Context: an optimization exercise on an open-source flow, tuned for small area and a short achievable clock period. The choices shown serve that exercise and are no tape-out recipe. Only simulation tests tie the RTL to the original design; equivalence was not proved. Power and IR drop assume default switching activity.

<file path="flow/design.v">
module hdc1080_readings_to_ascii(
    i_clk, i_srst,
    i_display_temp, i_display_humid,
    i_hygro_op_mode, i_hygro_display_mode,
    o_txt_ascii_line1, o_txt_ascii_line2);
input wire i_clk;
input wire i_srst;
input wire [15:0] i_display_temp;
input wire [15:0] i_display_humid;
input wire [0:0] i_hygro_op_mode;
input wire [2:0] i_hygro_display_mode;
output wire [(16*8-1):0] o_txt_ascii_line1;
output wire [(16*8-1):0] o_txt_ascii_line2;
function automatic [7:0] ascii_of_hdigit(input [3:0] v);
    ascii_of_hdigit = (v < 4'd10) ? {4'h3, v} : (8'h37 + {4'h0, v});
endfunction
function automatic [3:0] dig(input [3:0] a, input [2:0] b);
    dig = a - {b, 1'b0} - {b[0], 3'b000};
endfunction
function automatic [11:0] bcd_9x(input [4:0] x);
    case (x)
        5'd0: bcd_9x = 12'h000;
        5'd1: bcd_9x = 12'h009;
        5'd2: bcd_9x = 12'h018;
        5'd3: bcd_9x = 12'h027;
        5'd4: bcd_9x = 12'h036;
        5'd5: bcd_9x = 12'h045;
        5'd6: bcd_9x = 12'h054;
        5'd7: bcd_9x = 12'h063;
        5'd8: bcd_9x = 12'h072;
        5'd9: bcd_9x = 12'h081;
        5'd10: bcd_9x = 12'h090;
        5'd11: bcd_9x = 12'h099;
        5'd12: bcd_9x = 12'h108;
        5'd13: bcd_9x = 12'h117;
        5'd14: bcd_9x = 12'h126;
        5'd15: bcd_9x = 12'h135;
        5'd16: bcd_9x = 12'h144;
        5'd17: bcd_9x = 12'h153;
        5'd18: bcd_9x = 12'h162;
        5'd19: bcd_9x = 12'h171;
        5'd20: bcd_9x = 12'h180;
        5'd21: bcd_9x = 12'h189;
        5'd22: bcd_9x = 12'h198;
        5'd23: bcd_9x = 12'h207;
        5'd24: bcd_9x = 12'h216;
        5'd25: bcd_9x = 12'h225;
        5'd26: bcd_9x = 12'h234;
        5'd27: bcd_9x = 12'h243;
        5'd28: bcd_9x = 12'h252;
        5'd29: bcd_9x = 12'h261;
        5'd30: bcd_9x = 12'h270;
        5'd31: bcd_9x = 12'h279;
        default: bcd_9x = 12'h000;
    endcase
endfunction
function automatic [3:0] neg_code(input [4:0] x);
    neg_code = (x == 5'd0 || x == 5'd10) ? 4'd0 : x[3:0] + 4'd6;
endfunction
reg [15:0] r_t;
reg [15:0] r_h;
always @(posedge i_clk) begin
    r_t <= i_display_temp;
    r_h <= i_display_humid;
end
wire [11:0] c_y    = r_t[11:0];
wire [14:0] c_q2   = {c_y, 2'b00} + c_y;                       
wire [13:0] c_q1   = {c_q2[10:0], 2'b00} + c_q2[10:0];         
wire [12:0] c_q0   = {c_q1[9:0], 2'b00} + c_q1[9:0];           
wire [3:0]  c_w2   = c_q2[14:11];
wire [3:0]  c_w1   = c_q1[13:10];
wire [3:0]  c_w0   = c_q0[12:9];
wire        c_pos  = r_t[15] | r_t[14];
wire [3:0]  c_th   = r_t[15:12] - 4'd4;
wire        c_ge10 = (c_th >= 4'd10);
wire        c_k0 = (c_w0 >= 4'd2);
wire [3:0]  c_n0 = c_k0 ? c_w0 - 4'd2 : c_w0 + 4'd8;
wire        c_k1 = c_k0 && (c_w1 == 4'd9);
wire [3:0]  c_n1 = c_k1 ? 4'd0 : c_w1 + {3'b000, c_k0};
wire [4:0]  c_s2 = c_w2 + 5'd6 + c_k1;
wire        c_k2 = (c_s2 >= 5'd10);
wire [3:0]  c_n2 = c_k2 ? c_s2 - 5'd10 : c_s2[3:0];
wire [3:0]  c_d4 = c_pos ? {3'b000, c_ge10} : 4'd8;
wire [3:0]  c_d3 = c_pos ? (c_ge10 ? c_th - 4'd10 : c_th)
                         : (4'd4 + {2'b00, r_t[13:12]} + {3'b000, c_k2});
wire [3:0]  c_d2 = c_pos ? c_w2 : c_n2;
wire [3:0]  c_d1 = c_pos ? c_w1 : c_n1;
wire [3:0]  c_d0 = c_pos ? c_w0 : c_n0;
wire [14:0] f_p1 = {r_t[10:0], 3'b000} + r_t[10:0];            
wire [13:0] f_q1 = {f_p1[10:0], 2'b00} + f_p1[10:0];         
wire [12:0] f_q0 = {f_q1[9:0], 2'b00} + f_q1[9:0];           
wire [3:0]  f_k  = f_p1[14:11];
wire [11:0] f_u  = bcd_9x(r_t[15:11]);
wire [4:0]  f_s2 = f_u[3:0] + f_k;
wire        f_c2 = (f_s2 >= 5'd10);
wire        f_c3 = f_c2 && (f_u[7:4] == 4'd9);
wire [3:0]  f_v4 = f_u[11:8] + {3'b000, f_c3};
wire [3:0]  f_v3 = f_c3 ? 4'd0 : f_u[7:4] + {3'b000, f_c2};
wire [3:0]  f_v2 = f_c2 ? f_s2 - 5'd10 : f_s2[3:0];
wire [3:0]  f_v1 = f_q1[13:10];
wire [3:0]  f_v0 = f_q0[12:9];
wire        f_neg = (f_v4 == 4'd0) && (f_v3 < 4'd4);
wire        f_ge4 = (f_v3 >= 4'd4);
wire [3:0]  f_p4 = f_ge4 ? f_v4 : f_v4 - 4'd1;
wire [3:0]  f_p3d = f_ge4 ? f_v3 - 4'd4 : f_v3 + 4'd6;
wire        f_b0 = (f_v0 != 4'd0);
wire        f_b1 = f_b0 || (f_v1 != 4'd0);
wire        f_b2 = f_b1 || (f_v2 != 4'd0);
wire [3:0]  f_n3 = f_v3 + {3'b000, f_b2} - 4'd4;
wire [3:0]  f_d4 = f_neg ? 4'd0 : f_p4;
wire [3:0]  f_d3 = f_neg ? f_n3 : f_p3d;
wire [3:0]  f_d2 = f_neg ? neg_code(f_v2 + f_b1) : f_v2;
wire [3:0]  f_d1 = f_neg ? neg_code(f_v1 + f_b0) : f_v1;
wire [3:0]  f_d0 = f_neg ? neg_code({1'b0, f_v0}) : f_v0;
wire [18:0] h_q3 = {r_h, 2'b00} + r_h;                       
wire [17:0] h_q2 = {h_q3[14:0], 2'b00} + h_q3[14:0];         
wire [16:0] h_q1 = {h_q2[13:0], 2'b00} + h_q2[13:0];         
wire [15:0] h_q0 = {h_q1[12:0], 2'b00} + h_q1[12:0];         
wire [3:0]  h_d3 = h_q3[18:15];
wire [3:0]  h_d2 = h_q2[17:14];
wire [3:0]  h_d1 = h_q1[16:13];
wire [3:0]  h_d0 = h_q0[15:12];
wire       s_op = i_hygro_op_mode[0];
wire [2:0] s_dm = i_hygro_display_mode;
wire k_noop = ~s_op;
wire k_nd   = s_op & ((s_dm == 3'd0) | (s_dm == 3'd6) | (s_dm == 3'd7));
wire k_m1   = s_op & (s_dm == 3'd1);
wire k_m2   = s_op & (s_dm == 3'd2);
wire k_m3   = s_op & (s_dm == 3'd3);
wire k_m4   = s_op & (s_dm == 3'd4);
wire k_m5   = s_op & (s_dm == 3'd5);
wire [7:0] s_c7  = (c_d4 == 4'h0) ? 8'h20 : ascii_of_hdigit(c_d4);
wire [7:0] s_c8  = ((c_d4 == 4'h0) && (c_d3 == 4'h0)) ? 8'h20 : ascii_of_hdigit(c_d3);
wire [7:0] s_c9  = ascii_of_hdigit(c_d2);
wire [7:0] s_c11 = ascii_of_hdigit(c_d1);
wire [7:0] s_c12 = ascii_of_hdigit(c_d0);
wire [7:0] s_f7  = (f_d4 == 4'h0) ? 8'h20 : ascii_of_hdigit(f_d4);
wire [7:0] s_f8  = ((f_d4 == 4'h0) && (f_d3 == 4'h0)) ? 8'h20 : ascii_of_hdigit(f_d3);
wire [7:0] s_f9  = ascii_of_hdigit(f_d2);
wire [7:0] s_f11 = ascii_of_hdigit(f_d1);
wire [7:0] s_f12 = ascii_of_hdigit(f_d0);
wire [7:0] s_h8  = (h_d3 == 4'h0) ? 8'h20 : ascii_of_hdigit(h_d3);
wire [7:0] s_h9  = ascii_of_hdigit(h_d2);
wire [7:0] s_h11 = ascii_of_hdigit(h_d1);
wire [7:0] s_h12 = ascii_of_hdigit(h_d0);
reg [60:0] r_o;
always @(posedge i_clk) begin
    r_o[0] <= (k_m1 | k_m3);
    r_o[1] <= (k_m1 | k_m2 | k_m3 | k_m4);
    r_o[2] <= (k_m2 | k_m4);
    r_o[3] <= ((k_m1 | k_m3) & s_c12[0]) | ((k_m2 | k_m4) & s_f12[0]);
    r_o[4] <= ((k_m1 | k_m3) & s_c12[1]) | ((k_m2 | k_m4) & s_f12[1]);
    r_o[5] <= ((k_m1 | k_m3) & s_c12[2]) | ((k_m2 | k_m4) & s_f12[2]);
    r_o[6] <= ((k_m1 | k_m3) & s_c12[3]) | ((k_m2 | k_m4) & s_f12[3]);
    r_o[7] <= ((k_m1 | k_m3) & s_c12[4]) | ((k_m2 | k_m4) & s_f12[4]);
    r_o[8] <= (k_noop | k_nd | k_m5) | ((k_m1 | k_m3) & s_c12[5]) | ((k_m2 | k_m4) & s_f12[5]);
    r_o[9] <= k_noop | ((k_m1 | k_m3) & s_c11[0]) | ((k_m2 | k_m4) & s_f11[0]);
    r_o[10] <= ((k_m1 | k_m3) & s_c11[1]) | ((k_m2 | k_m4) & s_f11[1]);
    r_o[11] <= k_noop | ((k_m1 | k_m3) & s_c11[2]) | ((k_m2 | k_m4) & s_f11[2]);
    r_o[12] <= ((k_m1 | k_m3) & s_c11[3]) | ((k_m2 | k_m4) & s_f11[3]);
    r_o[13] <= ((k_m1 | k_m3) & s_c11[4]) | ((k_m2 | k_m4) & s_f11[4]);
    r_o[14] <= (k_noop | k_nd | k_m5) | ((k_m1 | k_m3) & s_c11[5]) | ((k_m2 | k_m4) & s_f11[5]);
    r_o[15] <= k_noop | ((k_m1 | k_m3) & s_c11[6]) | ((k_m2 | k_m4) & s_f11[6]);
    r_o[16] <= k_nd;
    r_o[17] <= (k_nd | k_m1 | k_m2 | k_m3 | k_m4);
    r_o[18] <= (k_noop | k_m1 | k_m2 | k_m3 | k_m4);
    r_o[19] <= (k_noop | k_nd);
    r_o[20] <= k_nd | ((k_m1 | k_m3) & s_c9[0]) | ((k_m2 | k_m4) & s_f9[0]);
    r_o[21] <= (k_noop | k_nd) | ((k_m1 | k_m3) & s_c9[1]) | ((k_m2 | k_m4) & s_f9[1]);
    r_o[22] <= ((k_m1 | k_m3) & s_c9[2]) | ((k_m2 | k_m4) & s_f9[2]);
    r_o[23] <= ((k_m1 | k_m3) & s_c9[3]) | ((k_m2 | k_m4) & s_f9[3]);
    r_o[24] <= k_nd | ((k_m1 | k_m3) & s_c9[4]) | ((k_m2 | k_m4) & s_f9[4]);
    r_o[25] <= (k_noop | k_nd | k_m5) | ((k_m1 | k_m3) & s_c9[5]) | ((k_m2 | k_m4) & s_f9[5]);
    r_o[26] <= (k_noop | k_nd) | ((k_m1 | k_m3) & s_c9[6]) | ((k_m2 | k_m4) & s_f9[6]);
    r_o[27] <= (k_noop | k_nd) | ((k_m1 | k_m3) & s_c8[0]) | ((k_m2 | k_m4) & s_f8[0]);
    r_o[28] <= ((k_m1 | k_m3) & s_c8[1]) | ((k_m2 | k_m4) & s_f8[1]);
    r_o[29] <= k_nd | ((k_m1 | k_m3) & s_c8[2]) | ((k_m2 | k_m4) & s_f8[2]);
    r_o[30] <= ((k_m1 | k_m3) & s_c8[3]) | ((k_m2 | k_m4) & s_f8[3]);
    r_o[31] <= ((k_m1 | k_m3) & s_c8[4]) | ((k_m2 | k_m4) & s_f8[4]);
    r_o[32] <= (k_noop | k_nd | k_m5) | ((k_m1 | k_m3) & s_c8[5]) | ((k_m2 | k_m4) & s_f8[5]);
    r_o[33] <= (k_noop | k_nd) | ((k_m1 | k_m3) & s_c8[6]) | ((k_m2 | k_m4) & s_f8[6]);
    r_o[34] <= ((k_m1 | k_m3) & s_c7[0]) | ((k_m2 | k_m4) & s_f7[0]);
    r_o[35] <= (k_noop | k_nd) | ((k_m1 | k_m3) & s_c7[1]) | ((k_m2 | k_m4) & s_f7[1]);
    r_o[36] <= k_noop;
    r_o[37] <= k_noop | ((k_m1 | k_m3) & s_c7[3]) | ((k_m2 | k_m4) & s_f7[3]);
    r_o[38] <= k_nd | ((k_m1 | k_m3) & s_c7[4]) | ((k_m2 | k_m4) & s_f7[4]);
    r_o[39] <= (k_noop | k_nd | k_m1 | k_m2 | k_m3 | k_m4);
    r_o[40] <= (k_m1 | k_m2 | k_m5);
    r_o[41] <= ((k_m1 | k_m2 | k_m5) & s_h12[0]);
    r_o[42] <= ((k_m1 | k_m2 | k_m5) & s_h12[1]);
    r_o[43] <= ((k_m1 | k_m2 | k_m5) & s_h12[2]);
    r_o[44] <= ((k_m1 | k_m2 | k_m5) & s_h12[3]);
    r_o[45] <= ((k_m1 | k_m2 | k_m5) & s_h11[0]);
    r_o[46] <= k_noop | ((k_m1 | k_m2 | k_m5) & s_h11[1]);
    r_o[47] <= k_noop | ((k_m1 | k_m2 | k_m5) & s_h11[2]);
    r_o[48] <= k_noop | ((k_m1 | k_m2 | k_m5) & s_h11[3]);
    r_o[49] <= (k_noop | k_m1 | k_m2 | k_m5);
    r_o[50] <= ((k_m1 | k_m2 | k_m5) & s_h9[0]);
    r_o[51] <= k_noop | ((k_m1 | k_m2 | k_m5) & s_h9[1]);
    r_o[52] <= ((k_m1 | k_m2 | k_m5) & s_h9[2]);
    r_o[53] <= ((k_m1 | k_m2 | k_m5) & s_h9[3]);
    r_o[54] <= k_noop | ((k_m1 | k_m2 | k_m5) & s_h8[0]);
    r_o[55] <= k_nd | ((k_m1 | k_m2 | k_m5) & s_h8[1]);
    r_o[56] <= (k_noop | k_nd) | ((k_m1 | k_m2 | k_m5) & s_h8[2]);
    r_o[57] <= k_nd | ((k_m1 | k_m2 | k_m5) & s_h8[3]);
    r_o[58] <= ((k_m1 | k_m2 | k_m5) & s_h8[4]);
    r_o[59] <= (k_nd | k_m1 | k_m2 | k_m5);
    r_o[60] <= (k_noop | k_nd | k_m1 | k_m2 | k_m5);
end
assign o_txt_ascii_line1 = {
    1'b0, r_o[39], ~r_o[39], r_o[1], r_o[19], r_o[1], 1'b0, r_o[19],
    1'b0, r_o[39], 1'b1, 1'b0, 1'b0, r_o[39], 1'b0, r_o[1],
    1'b0, r_o[39], 1'b1, 1'b0, r_o[39], r_o[39], 1'b0, r_o[1],
    1'b0, r_o[39], 1'b1, r_o[1], 1'b0, r_o[19], 1'b0, r_o[19],
    1'b0, 1'b0, 1'b1, 1'b0, r_o[19], r_o[19], r_o[19], 1'b0,
    1'b0, 1'b0, 1'b1, r_o[1], r_o[1], 1'b0, r_o[1], 1'b0,
    1'b0, r_o[19], ~r_o[19], r_o[16], 1'b0, r_o[36], 1'b0, r_o[36],
    1'b0, r_o[19], 1'b1, r_o[38], r_o[37], r_o[36], r_o[35], r_o[34],
    1'b0, r_o[33], r_o[32], r_o[31], r_o[30], r_o[29], r_o[28], r_o[27],
    1'b0, r_o[26], r_o[25], r_o[24], r_o[23], r_o[22], r_o[21], r_o[20],
    1'b0, r_o[19], 1'b1, r_o[16], r_o[18], r_o[18], r_o[17], r_o[16],
    1'b0, r_o[15], r_o[14], r_o[13], r_o[12], r_o[11], r_o[10], r_o[9],
    1'b0, ~r_o[8], r_o[8], r_o[7], r_o[6], r_o[5], r_o[4], r_o[3],
    1'b0, 1'b0, 1'b1, r_o[1], 1'b0, 1'b0, 1'b0, 1'b0,
    1'b0, 1'b0, 1'b1, r_o[1], 1'b0, 1'b0, 1'b0, 1'b0,
    1'b0, r_o[1], ~r_o[1], 1'b0, 1'b0, r_o[2], r_o[1], r_o[0]
};
assign o_txt_ascii_line2 = {
    1'b0, r_o[60], ~r_o[40], r_o[36], r_o[40], 1'b0, r_o[36], r_o[19],
    1'b0, r_o[49], 1'b1, r_o[49], 1'b0, r_o[49], r_o[36], r_o[49],
    1'b0, r_o[60], 1'b1, 1'b0, r_o[49], r_o[40], r_o[16], r_o[49],
    1'b0, r_o[60], 1'b1, r_o[19], r_o[40], r_o[19], 1'b0, r_o[59],
    1'b0, r_o[60], 1'b1, r_o[16], 1'b0, r_o[59], r_o[36], r_o[36],
    1'b0, r_o[19], 1'b1, r_o[59], r_o[49], r_o[16], r_o[40], 1'b0,
    1'b0, r_o[16], 1'b1, 1'b0, r_o[16], r_o[16], r_o[16], r_o[16],
    1'b0, r_o[19], 1'b1, r_o[36], r_o[19], r_o[16], r_o[19], 1'b0,
    1'b0, r_o[36], 1'b1, r_o[58], r_o[57], r_o[56], r_o[55], r_o[54],
    1'b0, r_o[36], 1'b1, r_o[49], r_o[53], r_o[52], r_o[51], r_o[50],
    1'b0, r_o[36], 1'b1, 1'b0, r_o[49], r_o[49], r_o[49], r_o[36],
    1'b0, 1'b0, 1'b1, r_o[40], r_o[48], r_o[47], r_o[46], r_o[45],
    1'b0, 1'b0, 1'b1, r_o[40], r_o[44], r_o[43], r_o[42], r_o[41],
    1'b0, 1'b0, 1'b1, r_o[40], 1'b0, 1'b0, 1'b0, 1'b0,
    1'b0, 1'b0, 1'b1, r_o[40], 1'b0, 1'b0, 1'b0, 1'b0,
    1'b0, 1'b0, 1'b1, 1'b0, 1'b0, r_o[40], 1'b0, r_o[40]
};
endmodule
</file>
<file path="flow/flow/run.sh">
#!/bin/bash
# Standard layout (standard.sh) with these changes:
#  - synthesis leaves adders to ABC (no full/half adder cell extraction) and
#    uses ABC's area script,
#  - ports are buffered with sky130_fd_sc_hd__buf_1,
#  - repair_timing aims for 13 ns of setup slack.
set -euo pipefail
bash standard.sh ADDER_MAP_FILE= ABC_AREA=1 'BUFFER_PORTS_ARGS=-buffer_cell sky130_fd_sc_hd__buf_1' SETUP_SLACK_MARGIN=13 finish > standard_flow.log 2>&1
</file>
<file path="flow/standard.sh">
#!/bin/bash
# synth_recipe.tcl (not shown) runs the flow's synth.tcl, then flattens the netlist and writes it again
# the make line also repeats each setting of config.mk as NAME=value (left out here)
make -C /OpenROAD-flow-scripts/flow DESIGN_CONFIG=/design/flow/config.mk WORK_HOME=/design/flow/orfs CLKGATE_MAP_FILE= SYNTH_SCRIPT=/design/flow/synth_recipe.tcl "${@:-finish}"
</file>
<file path="flow/config.mk">
export PLATFORM = sky130hd
export DESIGN_NAME = hdc1080_readings_to_ascii
export DESIGN_NICKNAME = hdc1080_readings_to_ascii
export VERILOG_FILES = /design/flow/design.v
export SDC_FILE = /design/flow/constraint.sdc
export NUM_CORES = 4
export LEC_CHECK = 0
export CAP_MARGIN = 20
export CORE_MARGIN = 2
export CORE_UTILIZATION = 40
export SLEW_MARGIN = 20
</file>
<file path="flow/constraint.sdc">
create_clock -name core_clock -period 17.0 [get_ports {i_clk}]
set_input_delay 3.4000 -clock core_clock [delete_from_list [all_inputs] [get_ports {i_clk}]]
set_output_delay 3.4000 -clock core_clock [all_outputs]
set_load 0.01 [all_outputs]
</file>
==> results of run 1 <==
==> metrics by stage <==
step / instances / area, um2
3_3_place_gp: 2235 / 10620
3_5_place_dp: 2235 / 10620
5_1_grt: 2293 / 12390
6_report: 2293 / 12390
4_1_cts: 2284 / 11990
2_1_floorplan: 1922 / 11090
==> area by class of cell <==
type	instances	area, um2	area share (%)
clock buffer	9	225.2	1.818
clock inverter	7	81.33	0.6564
inverter	257	1069	8.624
multi-input combinational	1356	6713	54.18
sequential	102	2130	17.19
tap	335	419.2	3.383
timing repair buffer	224	1713	13.83
timing repair inverter	3	40.04	0.3232
==> state kept, by name, indices dropped and copies added (netlist names) <==
signal / cells
r_t: 16
r_o: 61
f_u: 9
r_h: 16
==> logic make-up after synthesis <==
kind of cell | count (synthesis)
and+or+nand+nor | 1082
buffers and inverters | 464
AOI/OAI and AO/OA | 144
DFF | 102
xor gates and xnor gates | 20
other | 2
adders and majority gates | 1
==> routing by layer <==
layer	GRT usage [%]	vias to the layer above	part of all wire, %
met5	0	-	0
met4	4.461	0	1.7
met3	1.930	37	4.0
met2	34.31	262	48
met1	25.12	4762	46
li1	-	5699	-
==> power by group through the flow <==
| stage | registers, mW | logic, mW | clock network, mW |
|---|---|---|---|
| detailed placement | 0.287 | 0.680 | 0 |
| floorplan | 0.289 | 0.582 | 0 |
| CTS | 0.283 | 0.719 | 0.222 |
| finish | 0.285 | 0.741 | 0.214 |
| global placement | 0.286 | 0.670 | 0 |
| global route | 0.287 | 0.851 | 0.231 |
==> worst paths after layout <==
check             startpoint               endpoint  slack [ns]  cells after the start
min reg2reg  r_h[15]$_DFF_P_        r_o[57]$_DFF_P_        0.58                      4
max          r_o[19]$_DFF_P_  o_txt_ascii_line1[46]       12.63                      1
min          r_h[15]$_DFF_P_        r_o[57]$_DFF_P_        0.58                      4
max reg2reg   r_t[8]$_DFF_P_        r_o[24]$_DFF_P_       13.29                     25
==> synth_stat cells (all sizes together), types with 2 or more instances <==
master	number
dfxtp	102
a31oi	11
a21boi	2
nand2	652
or2	9
nor3	5
o22ai	2
buf	202
nand4	36
nand3b	7
nor2	162
o2111ai	3
clkinv	4
xor2	16
inv	253
xnor2	4
o31ai	6
clkbuf	5
a21oi	44
o21ai	63
nand3	208
o211ai	6
conb	2
==> placed cells by master (no fill, tap or decap), drive strengths merged, types with 3 or more instances in the layout <==
cell,count
o21ai,63
xor2,16
nor2,162
buf,221
nor3,5
or2,9
nand4,36
o31ai,6
nand3,208
o2111ai,3
o211ai,6
conb,109
clkinv,9
dfxtp,102
a31oi,11
nand3b,7
nand2,652
xnor2,4
clkbuf,12
a21oi,44
inv,257
==> timing repair <==
item	in CTS	in global routing
gates resized for setup	298	91
pin swaps	21	19
setup buffers	29	8
hold endpoints to repair	0	0
cloned	4	1
setup endpoints to repair	213	206
==> summary.txt, run 1 <==
Power
  – Pint: 0.6246 mW
  – Comb pwr share: 59.8%
  – Sw frac: between 40% and 50%
  – P_leak: 6.977 nW
  – Worst-case vdd ir drop: between 0.1 and 0.15 mV
  – Sequential power share: between 20% and 30%
  – Switch Pwr: slightly above 0.6 mW
  – Cell Pwr Density: around 100 mW/mm2
  – Power share of the clock group: 17.3%
  – Total power draw: approximately 1.2 mW

Worst setup path
  – CP Class: flop to primary output
  – Largest stage delay, worst path: between 0.4 and 0.5 ns
  – Delay-heaviest family, CP: flip-flops
  – CP arrival: between 0.9 and 1 ns
  – Slowest-stage cell, CP: dfxtp_4
  – Type of element capturing the critical path: primary output
  – Req. time, crit path: 13.60 ns
  – Critical path buffer and inverter count: 1
  – CP startpoint kind: flop
  – Worst-path cell chain: buf_1
  – Critical path peak fanout: 18

Die
  – DIE HEIGHT: between 150 and 200 um
  – Top Ports: 294
  – Std-Cell Rows: approximately 60
  – Starting density of the core: roughly two fifths
  – Chip width: between 150 and 200 um
  – Die area: roughly 0.028 mm2
  – Placeable Area: about 0.026 mm2

Global route
  – Total track usage: approximately a fifth
  – Largest net degree at the start of global routing: 22
  – Vias in the first global route: ~9700
  – Grt total ovfl: 0
  – Initial antenna violation count: 0
  – First-pass GRT wire length: between 40000 and 50000 um

Timing
  – Maximum clock rate: around 0.23 GHz
  – Final Max Slew Viols: 0
  – Period utilization: roughly a quarter
  – Least-Margin Pin Slew: around 0.63 ns
  – Setup violations, final: 0
  – Final setup margin: approximately 13 ns
  – Final hold slack: 0.5763 ns
  – Slew margin rel.: a little under three fifths
  – Total negative slack: 0 ns
  – RSZ-0062 raised after global routing: true
  – Final hold vios: 0
  – Clock Skew: between 0.009 and 0.01 ns
  – Tmin final: around 4.4 ns

Synthesis
  – Top FF cell, synth: dfxtp_1
  – Area share of and/or/nand/nor cells after synthesis: a little under half
  – EDFF count, synth: 0
  – Synthesized cell area: around 0.010 mm2
  – #FFs+latches synth: ~100
  – Largest family of logic cells by synthesized area: simple AND/OR/NAND/NOR gates
  – Ranking of synthesized cells by area: nand2_1 21%, dfxtp_1 19%, buf_4 14%
  – Syn Inst Count: 1815
  – Mean post-synth cell area: between 5 and 6 um2
  – Mux share of post-synthesis cell area: 0%
  – Adder-cell share of the synthesized area: 0.09547%
  – Synth cell types: between 50 and 60
  – Synth Area in XOR/XNOR: ~2.1%
  – YS warnings: 1
  – Async S/R FF share, synth: 0%
  – Synth area leader: nand2_1
  – Synth top area share: a little over a fifth
  – Register area share after synthesis: 19.47%
  – Compound-Gate Fraction of Synth Area: between 8 and 9%

Clocking
  – H-tree Lvls: 3
  – Cts bufs inserted: 9
  – CTS Hold Bufs: 0
  – CTS Buffer Depth: 2
  – CTS tree: yes
  – CTS sink cnt: between 100 and 150
  – Clock Latency Late Sink: between 0.3 and 0.4 ns
  – Clock root buffer: clkbuf_16
  – Clock slew at reported path FFs: ~0.080 ns

Place
  – Post-DP HPWL: 21440 um
  – Port-buffer cells: 183
  – Routability cong.: between 0.8 and 0.9
  – Place WS: about 12 ns

Layout
  – Fillers: between 2000 and 3000
  – NumNets Final: approximately 2000
  – Share of cells above drive strength 1: 24.51%
  – Final antenna diode count: 0
  – P&R area growth vs syn: 18.16%
  – Fin util: 47.82%

Job
  – Max-Cap Viols: 0

Route
  – DR vias/cell: between 4 and 5
  – Vias post-DR: approximately 11000
  – DRC errors left: 0
  – Drt pass-1 iters: 5
  – DRT Wirelength: about 27000 um
  – DR iter-0 viols: about 530
  – Detail Route Antenna Nets: 0
  – Post-DR wirelength/cell: 11.93 um

Outcome
  – Status: timing/DRC/antenna clean

Worst hold path
  – Worst Hold Class: flop to flop
==> run 2: changes to the inputs <==
==> flow/flow/run.sh (replaced) <==
#!/bin/bash
# Standard layout (standard.sh) with these changes:
#  - synthesis leaves adders to ABC (no full/half adder cell extraction) and
#    uses ABC's area script,
#  - ports are buffered with sky130_fd_sc_hd__buf_1,
#  - repair_timing aims for 12.5 ns of setup slack.
set -euo pipefail
bash standard.sh ADDER_MAP_FILE= ABC_AREA=1 'BUFFER_PORTS_ARGS=-buffer_cell sky130_fd_sc_hd__buf_1' SETUP_SLACK_MARGIN=12.5 finish > standard_flow.log 2>&1
==> run 2 against run 1 <==
Against the previous run:
- worst hold slack better by 0.0082 ns
- synthesized cell count unchanged
- first-iteration DRC count up 45%
- fmax fell by 1.2%
- clock-buffer cell count unchanged
- routed wire length shrank 5.2%
- sequential power down 1%
- flip-flop and latch count stayed put
==> summary.txt, run 2 <==
Outcome
  – Status: timing/DRC/antenna clean

Global route
  – Met2 Use GR: a little under a third
  – Largest net degree at the start of global routing: 21
  – Vias in the first global route: roughly 9300
  – Grt total ovfl: 0
  – Total track usage: between 10% and 20%
  – Global route hottest layer: met2
  – Initial antenna violation count: 0
  – First-pass GRT wire length: ~44000 um
  – M3 GR Usage: under 10%
  – Met1 usage: roughly a quarter

Synthesis
  – YS warnings: 1
  – Synth area leader: nand2_1
  – Register area share after synthesis: a little under 20%
  – EDFF count, synth: 0
  – Synth top area share: approximately a fifth
  – Mean post-synth cell area: a little under 6 um2
  – Ranking of synthesized cells by area: nand2_1 21%, dfxtp_1 19%, buf_4 14%
  – Commonest cells post-synth: 583 x nand2_1, 225 x inv_1, 196 x buf_4
  – Synth cell types: 57
  – Synthesized cell area: 0.01049 mm2
  – #FFs+latches synth: ~100
  – Syn Inst Count: approximately 1800
  – Async S/R FF share, synth: 0%
  – Most common cell in the synthesized netlist: nand2_1
  – Top FF cell, synth: dfxtp_1

Place
  – Port-buffer cells: roughly 180
  – Post-DP Area: ~0.010 mm2
  – Post-DP HPWL: 21610 um
  – Post-Place Cells: about 2200
  – Place WS: ~11 ns
  – Routability cong.: 0.8700

Clocking
  – CTS Buffer Depth: 2
  – Clock Latency Late Sink: 0.36 ns
  – CTS sink cnt: roughly 100
  – Clock slew at reported path FFs: 0.08 ns
  – Clock root buffer: clkbuf_16
  – CTS Hold Bufs: 0
  – Cts bufs inserted: 9
  – H-tree Lvls: 3
  – CTS tree: yes

Layout
  – Share of cells above drive strength 1: 9.990%
  – Fillers: roughly 2800
  – FF+latch area: ~0.0021 mm2
  – Post-Layout Cell Count: between 2000 and 2500
  – Design area: between 0.01 and 0.015 mm2
  – P&R area growth vs syn: 3.616%
  – Largest registers: r_o x61, r_h x16, r_t x16
  – Final antenna diode count: 0
  – Most flops, register: r_o
  – NumNets Final: 1955
  – Multi-input logic area: 0.006361 mm2
  – Commonest cells after routing, fill and taps aside: 583 x nand2_1, 222 x inv_1, 194 x nand3_1
  – Most common cell after layout, fill and taps aside: nand2_1
  – Max FFs per register: 61

Timing
  – Final hold slack: between 0.5 and 0.6 ns
  – Final Max Slew Viols: 0
  – Tmin final: around 4.4 ns
  – Slew margin rel.: 61.78%
  – Clock Skew: approximately 0.011 ns
  – Setup violations, final: 0
  – Total negative slack: 0 ns
  – Maximum clock rate: between 0.2 and 0.25 GHz
  – RSZ-0062 raised after global routing: true
  – Period utilization: roughly a quarter
  – Final hold vios: 0
  – Least-Margin Pin Slew: roughly 0.57 ns
  – Final setup margin: 12.58 ns

Worst setup path
  – CP arrival: approximately 4.7 ns
  – Slowest-stage cell, CP: nor2_4
  – CP startpoint kind: input pin
  – Top cell by count, worst path: nor2_1
  – CP Class: input pin to flop
  – Req. time, crit path: between 15 and 20 ns
  – Largest stage delay, worst path: around 0.23 ns
  – Type of element capturing the critical path: flop
  – Worst-path cell chain: buf_1 > inv_1 > nand3_1 > nor2_1 > nor2_4 > clkinvlp_4 > nand3_1 > nor2_1 > nor2_1 > nand2_1
  – Critical path peak fanout: 5

Route
  – DRC errors left: 0
  – DRT Wirelength: around 26000 um
  – Vias post-DR: between 10000 and 15000
  – Post-DR wirelength/cell: 11.49 um
  – DR iter-0 viols: ~770
  – Drt pass-1 iters: 5
  – Detail Route Antenna Nets: 0
  – DR vias/cell: 4.680

Die
  – Chip width: 165.9 um
  – Top Ports: slightly below 300
  – Std-Cell Rows: between 50 and 60
  – Placeable Area: about 0.026 mm2
  – Die area: 0.02752 mm2
  – DIE HEIGHT: 165.9 um
  – Starting density of the core: roughly two fifths

Job
  – Max-Cap Viols: 0

Power
  – Worst-case vdd ir drop: 0.06552 mV
  – Cell Pwr Density: around 110 mW/mm2
  – P_leak: 6.095 nW

Worst hold path
  – Worst Hold Class: flop to flop
==> run 2: cell count changes in the layout (fill, tap and decap cells not counted), sizes merged <==
cell / delta
buf: -31
clkbuf: -3
clkinv: -3
clkinvlp: +2
inv: -1
==> run 2: cell type report <==
type / instances / area share [%]
clock inverter: 7 / 0.6910
inverter: 257 / 9.018
multi-input combinational: 1356 / 58.55
sequential: 102 / 18.89
timing repair buffer: 190 / 6.852
clock buffer: 9 / 2.073
tap: 335 / 3.858
timing repair inverter: 1 / 0.06910
==> run 2: metrics by stage <==
step                power (mW)  util (%)
global route             1.312     41.93
finish                   1.176     41.93
global placement        0.9490     40.49
CTS                      1.180     41.89
detailed placement      0.9610     40.49
floorplan               0.8652         -
==> run 2: what timing repair did <==
action | CTS | global route
endpoints found under the setup margin | 102 | 15
endpoints found under the hold margin | 0 | 0
resized for setup | 14 | 4
pin swaps | 1 | 1
setup buffers | 4 | 0
cloned | 1 | 0
==> run 2: power breakdown <==
group          leakage [nW]  internal, mW  total, mW  switching [mW]
combinational          5.10         0.218      0.680           0.463
clock                 0.144         0.105      0.214           0.110
sequential            0.852         0.262      0.281          0.0182
total                  6.10         0.585       1.18           0.591
==> run 2: worst max-delay path, delay by kind of cell <==
family | cells | cell delay, ns
simple gates | 7 | 0.83
buf+inv | 3 | 0.44
==> run 2: path summary, 6_finish.rpt <==
kind,slack [ns],depth (start not counted),to,startpoint
setup / recovery,12.58,10,r_o[21]$_DFF_P_,i_hygro_display_mode[0]
hold / removal,0.58,4,r_o[57]$_DFF_P_,r_h[15]$_DFF_P_
setup reg to reg,13.04,25,r_o[24]$_DFF_P_,r_t[8]$_DFF_P_
hold reg to reg,0.58,4,r_o[57]$_DFF_P_,r_h[15]$_DFF_P_
==> run 2: logic make-up after synthesis <==
logic type	share of synthesized area (%)
AND/OR/NAND/NOR	46.25
buffers and inverters	23.95
AO/OA/AOI/OAI	8.091
flip-flops	19.47
XOR/XNOR	2.065
other	0.07163
adder cells (fa/ha/maj)	0.09547
==> run 2: per-layer routing <==
layer / vias up / share of wire [%]
met3: 21 / 5.8
met2: 357 / 43
met1: 4557 / 50
met4: 0 / 1.9
met5: - / 0
li1: 5628 / -
==> run 3: changes to the inputs <==
==> flow/flow/run.sh (replaced) <==
#!/bin/bash
# Standard layout (standard.sh) with these changes:
#  - synthesis leaves adders to ABC (no full/half adder cell extraction) and
#    uses ABC's area script,
#  - ports are buffered with sky130_fd_sc_hd__buf_1,
#  - repair_timing aims for 12 ns of setup slack.
set -euo pipefail
bash standard.sh ADDER_MAP_FILE= ABC_AREA=1 'BUFFER_PORTS_ARGS=-buffer_cell sky130_fd_sc_hd__buf_1' SETUP_SLACK_MARGIN=12 finish > standard_flow.log 2>&1
==> run 3 against run 2 <==
Against the previous run:
- final area is 0.56% lower
- clock power is 5% higher
- sequential share of layout area is essentially flat
- highest routed layer is now met5
- global-route usage shrank 0.27 points
- fmax is 8.1% lower
- core utilization fell by 0.24 points
- worst hold slack got worse by 0.0097 ns
- largest power group unchanged
- power rose by 0.50%
==> summary.txt, run 3 <==
Worst setup path
  – CP arrival: between 5 and 6 ns
  – Req. time, crit path: roughly 17 ns
  – CP startpoint kind: input pin
  – CP Class: input pin to flop
  – Critical path buffer and inverter count: 5
  – Type of element capturing the critical path: flop
  – R2R cell count: 25
  – FF-to-FF Start: r_t[8]$_DFF_P_
  – Largest stage delay, worst path: approximately 0.33 ns
  – Reg2Reg Capture Point: r_o[24]$_DFF_P_
  – Worst path depth: 7
  – Delay-heaviest family, CP: buffers and inverters
  – Critical path peak fanout: 17
  – Top cell by count, worst path: buf_4
  – Worst-path cell chain: buf_1 > buf_4 > clkinv_1 > nor3_1 > buf_4 > clkinvlp_4 > o31ai_1
  – Worst R2R Setup Slack: roughly 13 ns
  – Slowest-stage cell, CP: o31ai_1

Job
  – Max-Cap Viols: 0

Power
  – P_leak: just over 6 nW
  – Worst-case vdd ir drop: ~0.074 mV
  – Total power draw: 1.181 mW
  – Cell Pwr Density: about 110 mW/mm2

Clocking
  – CTS Hold Bufs: 0
  – Postcts setup bufs: 0
  – CTS sink cnt: between 100 and 150
  – CTS tree: yes
  – CTS Buffer Depth: 2
  – Clock Latency Late Sink: around 0.36 ns
  – Clock root buffer: clkbuf_16
  – Clock slew at reported path FFs: 0.09 ns
  – Cts bufs inserted: 9
  – H-tree Lvls: 3

Place
  – Place WS: 11.51 ns
  – Routability cong.: between 0.8 and 0.9
  – Post-DP HPWL: around 22000 um
  – Post-DP Area: between 0.01 and 0.015 mm2
  – Post-Place Cells: approximately 2200
  – Port-buffer cells: 183

Layout
  – Multi-input logic area: between 0.006 and 0.007 mm2
  – Most common cell after layout, fill and taps aside: nand2_1
  – Design area: ~0.011 mm2
  – P&R area growth vs syn: 3.031%
  – Fillers: about 2800
  – Most flops, register: r_o
  – Largest registers: r_o x61, r_h x16, r_t x16
  – Post-Layout Cell Count: 2255
  – Fin util: a little over two fifths
  – NumNets Final: just under 2000
  – FF+latch area: 0.002042 mm2
  – Max FFs per register: 61
  – Share of cells above drive strength 1: a little under a tenth
  – Commonest cells after routing, fill and taps aside: 583 x nand2_1, 224 x inv_1, 194 x nand3_1

Global route
  – First-pass GRT wire length: roughly 43000 um
  – Initial antenna violation count: 3
  – Total track usage: a little under a fifth
  – Grt total ovfl: 0
  – Largest net degree at the start of global routing: 22
  – Vias in the first global route: around 9000

Timing
  – Clock Skew: 0.008908 ns
  – Final hold slack: 0.5748 ns
  – Final hold vios: 0
  – Tmin final: just under 5 ns
  – Setup violations, final: 0
  – Total negative slack: 0 ns
  – Final setup margin: 12.19 ns
  – Least-Margin Pin Slew: ~0.58 ns
  – Final Max Slew Viols: 0
  – RSZ-0062 raised after global routing: false
  – Period utilization: approximately 28%
  – Slew margin rel.: about three fifths
  – Maximum clock rate: about 0.21 GHz

Outcome
  – Status: timing/DRC/antenna clean

Die
  – DIE HEIGHT: between 150 and 200 um
  – Chip width: 165.9 um
  – Die area: ~0.028 mm2
  – Starting density of the core: approximately two fifths
  – Std-Cell Rows: slightly below 60
  – Top Ports: 294
  – Placeable Area: approximately 0.026 mm2

Worst hold path
  – Worst Hold Launch: r_h[15]$_DFF_P_
  – Hold endpoint: r_o[57]$_DFF_P_
  – Worst Hold Class: flop to flop
  – Hold depth: 4

Synthesis
  – Ranking of synthesized cells by area: nand2_1 21%, dfxtp_1 19%, buf_4 14%
  – EDFF count, synth: 0
  – Async S/R FF share, synth: 0%
  – YS warnings: 1
  – Register area share after synthesis: 19.47%
  – Most common cell in the synthesized netlist: nand2_1
  – Synth area leader: nand2_1
  – Top FF cell, synth: dfxtp_1
  – Syn Inst Count: around 1800
  – Commonest cells post-synth: 583 x nand2_1, 225 x inv_1, 196 x buf_4
  – Synth top area share: approximately a fifth
  – Synthesized cell area: ~0.010 mm2
  – Mean post-synth cell area: 5.777 um2
  – #FFs+latches synth: roughly 100
  – Synth cell types: 57

Route
  – DR vias/cell: around 4.7
  – Post-DR wirelength/cell: 11.51 um
  – Detail Route Antenna Nets: 0
  – DRT Wirelength: approximately 26000 um
  – DRC errors left: 0
  – Drt pass-1 iters: 6
  – Vias post-DR: ~11000
  – DR iter-0 viols: roughly 530
run 3: area by class of cell:
cell class / instances / share of cell area (%)
clock inverter: 7 / 0.7297
inverter: 257 / 9.046
clock buffer: 9 / 2.085
tap: 335 / 3.880
antenna: 1 / 0.02316
timing repair buffer: 187 / 6.637
sequential: 102 / 18.90
multi-input combinational: 1356 / 58.65
timing repair inverter: 1 / 0.04633
run 3: repair_timing:
item / 4_1_cts / 5_1_grt
setup endpoints to repair: 5 / 6
cloned: 0 / 1
resized for setup: 1 / 2
run 3: how the worst max path moves through the flow:
stage | start | endpoint | slack, ns
3_5_place_dp | i_hygro_op_mode[0] | r_o[26]$_DFF_P_ | 11.51
2_1_floorplan | i_hygro_op_mode[0] | r_o[3]$_DFF_P_ | 12.29
4_1_cts | i_hygro_op_mode[0] | r_o[21]$_DFF_P_ | 12.13
6_report | i_hygro_op_mode[0] | r_o[34]$_DFF_P_ | 12.19
5_1_grt | i_hygro_op_mode[0] | r_o[3]$_DFF_P_ | 12.07
3_3_place_gp | i_hygro_op_mode[0] | r_o[26]$_DFF_P_ | 11.54
run 3: cell families after synthesis:
logic type,Yosys count,synth area share (%)
fa+ha+maj,1,0.09547
xor+xnor,20,2.065
buf+inv,464,23.95
flops,102,19.47
simple gates,1082,46.25
compound gates,144,8.091
other cells,2,0.07163
run 3: worst min-delay path, cell delays in order, from the launching register on:
cell	delay, ns
dfxtp_1	0.34
inv_1	0.05
nor2_1	0.05
nand2_1	0.06
nand2_1	0.04
run 3: per-layer routing:
metal	vias to the layer above	global-route usage [%]	routed length (um)
met3	26	3.289	1526
met2	348	30.36	11170
met4	4	5.293	505
met5	-	0	26
li1	5623	-	-
met1	4564	24.95	12720
run 3: power by group:
group          leakage (nW)  switching (mW)  internal, mW
clock                 0.151           0.117         0.107
combinational          5.07           0.460         0.217
sequential            0.851          0.0187         0.262

what the ideal ports hide:
Ports are ideal in the flow. The routed layouts listed here were re-timed in OpenROAD.
Step 1: set_driving_cell puts a clkbuf_16 on i_clk and a buf_2 on each other input, an assumption about the parent block.
Step 2 also shifts input and output timing later by t, the mid clock arrival at the registers, as if the neighbouring blocks saw the same clock.
Three values: no drivers, after step 1, after step 2; two values: the first two.
run | t (ns) | setup slack, ns | worst data-port slew with drivers (ns)
run 1 | 0.401 | 12.631 / 12.583 / 12.352 | 0.10
run 2 | 0.401 | 12.578 / 12.552 / 12.151 | 0.07
run 3 | 0.410 | 12.186 / 12.207 / 11.796 | 0.07
After both steps every run listed still meets setup and hold. The setup slack of run 2, which loses most, moves by -0.026 ns with the drivers and by -0.427 ns with both steps.
